Background: an optimization exercise with open tools, aiming at small area, a short achievable clock period and few clock cycles per item. Do not read the settings as production practice. RTL that was checked went through simulation tests only; none was proved equivalent to the original.

==> inputs of build 51 <==
Design Milestone_1, start of the top module:
module Milestone_1 (
		input logic clock,
		input logic resetn,
		input logic start,
		output logic done,
		input logic  [15:0] SRAM_read_data,
		output logic [15:0] SRAM_write_data,
		output logic SRAM_we_n,
		output logic [17:0] SRAM_address
);
localparam S_PEND = 2'd0, S_LO = 2'd1, S_HI = 2'd2, S_DUP = 2'd3;
localparam W_BR = 2'd0, W_GB = 2'd1, W_RG = 2'd2;
typedef struct packed {
	logic       shift;
	logic [1:0] src;
	logic       pend_ld, rdq_ld, yw_ld, qy_hi, qy_lo, evenld, qyt_ld, qu_f, qv_f, b0_ld;
	logic [1:0] wsel;
	logic       wr, rd_y, rd_u, rd_v, fin;
} ctl_t;
function automatic ctl_t decode(input logic [4:0] f, input logic [6:0] kk, input logic last);
	ctl_t d;
	logic k79, k78;
	k79 = (kk == 7'd79);
	k78 = (kk == 7'd78);
	d = '0;
	if (!k79) begin
		case (f)
			5'd1: begin d.shift = 1'b1; d.src = S_PEND; end
			5'd2: begin d.shift = 1'b1; d.src = S_LO; end
			5'd6, 5'd7: begin d.shift = 1'b1; d.src = k78 ? S_DUP : S_HI; end
			default: d.src = S_DUP;
		endcase
	end else begin
		case (f)
			5'd1, 5'd2, 5'd5, 5'd6, 5'd9, 5'd10, 5'd11, 5'd12: begin d.shift = 1'b1; d.src = S_DUP; end
			5'd7, 5'd8, 5'd15, 5'd16: begin d.shift = 1'b1; d.src = S_HI; end
			5'd13: begin d.shift = 1'b1; d.src = S_PEND; end
			5'd14: begin d.shift = 1'b1; d.src = S_LO; end
			default: d.src = S_DUP;
		endcase
	end
	d.pend_ld = (f == 5'd6) || (k79 && (f == 5'd7 || f == 5'd15));
	d.rdq_ld  = (f == 5'd2) || (f == 5'd6) || (k79 && (f == 5'd7 || f == 5'd14 || f == 5'd15));
  ...
export LEC_CHECK = 0
export CAP_MARGIN = 20
export CORE_MARGIN = 2
export CORE_UTILIZATION = 30
export SLEW_MARGIN = 20
create_clock -name core_clock -period 11.0 [get_ports {clock}]
run.sh (not shown) runs the stock make flow with config.mk's settings and CLKGATE_MAP_FILE= SYNTH_SCRIPT=/design/flow/synth_recipe.tcl, a recipe that flattens the netlist after the stock synthesis.
==> trial 29 (differences from build 51) <==
==> flow/flow/run.sh (new file) <==
#!/bin/bash
# Standard ORFS layout, with timing repair aiming below the clock period
# (setup repair margin 7.5 ns on the 11 ns clock).
set -e
export SETUP_SLACK_MARGIN=7.5
bash standard.sh > standard.log 2>&1
==> flow/standard.sh (new file) <==
#!/bin/bash
# synth_recipe.tcl (not shown) runs the flow's synth.tcl, then flattens the netlist and writes it again
# the make line also repeats each setting of config.mk as NAME=value (left out here)
make -C /OpenROAD-flow-scripts/flow DESIGN_CONFIG=/design/flow/config.mk WORK_HOME=/design/flow/orfs CLKGATE_MAP_FILE= SYNTH_SCRIPT=/design/flow/synth_recipe.tcl "${@:-finish}"
removed: flow/run.sh
==> comparison table <==
metric	build 51	trial 29
Met3 wire len	2196 um	2366 um
Share of post-route cells with drive strength above 1	0.05341	0.1388
Run status	finished clean	finished clean
Starting DRT DRC Count	893	912
Fmax	184.3 MHz	225.4 MHz
Number of buffers created by CTS	45	42
Fillers	8,568	8,418
Multi-input combinational gate total	1,448	1,449
Register-to-register setup slack	5580 ps	6560 ps
Final Cell Area	0.02927 mm2	0.03052 mm2
Worst hold path startpoint	c[1][0]	c[7][6]
Pre-CTS setup slack	5629 ps	6231 ps
Required @ worst endpoint	11,480 ps	11,490 ps
Area occupied by registers	0.01024 mm2	0.01027 mm2
Data arrival time at the worst-slack endpoint	5900 ps	4930 ps
PostCTS Resize Cnt	0	128
Critical R2R Launch	gs[0]	gl
Final net count	2,892	2,968
Capture endpoint of the worst hold path	c[0][0]	c[6][6]
Testbench counts of build 51, summed over its fixed seeds: cycles 1,553,344, images 8.
Testbench counts of trial 29, summed over its fixed seeds: cycles 1,553,344, images 8.

--- another note on this design; it stands on its own ---

==> willow: inputs <==
Design Milestone_1, start of the top module:
module Milestone_1 (
		input logic clock,
		input logic resetn,
		input logic start,
		output logic done,
		input logic  [15:0] SRAM_read_data,
		output logic [15:0] SRAM_write_data,
		output logic SRAM_we_n,
		output logic [17:0] SRAM_address
);
logic        run, pro;
logic [4:0]  fc;
logic [6:0]  k;
logic [15:0] ya, ucnt;
logic [16:0] wa;
logic [7:0]  c [0:9];
logic [15:0] rd_q, yw;
logic [7:0]  pend;
logic [8:0]  fa, fb, fcs;
logic [8:0]  qu, qv;
logic [24:0] qyt;
logic [11:0] tr, tg, tb;
logic        nu, nv;
logic [7:0]  b0;
wire k79     = (k == 7'd79);
wire lastrow = (ya == 16'd38400);
logic       shift;
logic [1:0] srcsel;  
always_comb begin
	shift = 1'b0; srcsel = 2'd3;
	if (!k79) begin
		case (fc)
			5'd1: begin shift = 1'b1; srcsel = 2'd0; end
			5'd2: begin shift = 1'b1; srcsel = 2'd1; end
			5'd6, 5'd7: begin shift = 1'b1; srcsel = (k == 7'd78) ? 2'd3 : 2'd2; end
			default: ;
		endcase
	end else begin
		case (fc)
  ...
export LEC_CHECK = 0
export CAP_MARGIN = 20
export CORE_MARGIN = 2
export CORE_UTILIZATION = 30
export SLEW_MARGIN = 20
create_clock -name core_clock -period 11.0 [get_ports {clock}]
run.sh (not shown) runs the stock make flow with config.mk's settings and CLKGATE_MAP_FILE= SYNTH_SCRIPT=/design/flow/synth_recipe.tcl, a recipe that flattens the netlist after the stock synthesis.
==> inputs of juniper, as changes to willow <==
- ABC_CLOCK_PERIOD_IN_PS: not set -> 3000
==> qor summary <==
metric                                                                       juniper                           willow
Source of the worst hold timing path                               c[1][6]$_DFFE_PP_                c[1][6]$_DFFE_PP_
Slowest-stage cell, CP                                     sky130_fd_sc_hd__edfxtp_1        sky130_fd_sc_hd__edfxtp_1
Effective utilization at floorplan                                             30.3%                            30.3%
Kind of critical path                                                   flop to flop                     flop to flop
Max-area cell class                                  multi-input combinational cells  multi-input combinational cells
Minimum setup slack among reg-to-reg paths                                   4.67 ns                          4.67 ns
Number of nets at the end of the flow                                           2825                             2825
Hold buffers post-CTS                                                              0                                0
Cell Rows                                                                        104                              104
Synthesized instance count                                                      2283                             2283
GRT Resource Usage Total                                                       13.4%                            13.4%
End point of the critical path                                        tb[10]$_DFF_P_                   tb[10]$_DFF_P_
Maximum clock insertion buffer count                                               3                                3
Met1 usage in global routing                                                   19.1%                            19.1%
Post-route cell area                                                     27800 sq um                      27800 sq um
Cell depth of the worst hold path                                                  0                                0
Run status                                          no timing/DRC/antenna violations  no timing/DRC/antenna violations
Mean area per synthesized cell                                            10.7 sq um                       10.7 sq um
Antenna diode instance count                                                       0                                0
Setup repair after global routing missed its margin                            false                            false
Top Usage Layer GRT                                                             met2                             met2
Via count of the routed design                                                 15.9k                            15.9k
Top Metal Used                                                                  met4                             met4
Non-clock buffering overhead                                                   2.37%                            2.37%
First-pass GRT wire length                                                  88100 um                         88100 um
No functional check of the RTL was part of any run of this note.

-- separate check: timing with driven ports --
The results above use ideal ports. As a check the final layouts listed here were re-extracted and re-timed, cells and wires unchanged. Step 1 assumes that a clkbuf_16 drives the clock port and a buf_2 every other input. Step 2 also shifts input and output timing later by t, the mid clock arrival at the registers, as if the neighbouring blocks saw the same clock. a / b / c = ideal / step 1 / step 2; a / b = the first two.
run | t, ns | setup slack, ns | worst register clock-pin slew, ns | worst data-port slew with drivers (ns)
build 51 | 0.617 | 5.575 / 5.575 / 5.575 | 0.07 / 0.07 | 0.05
trial 29 | 0.620 | 6.563 / 6.563 / 6.563 | 0.07 / 0.07 | 0.06
willow | 0.621 | 4.671 / 4.671 / 4.671 | 0.07 / 0.07 | 0.03
juniper | 0.621 | 4.671 / 4.671 / 4.671 | 0.07 / 0.07 | 0.03
After both steps setup and hold are still met in every run listed.
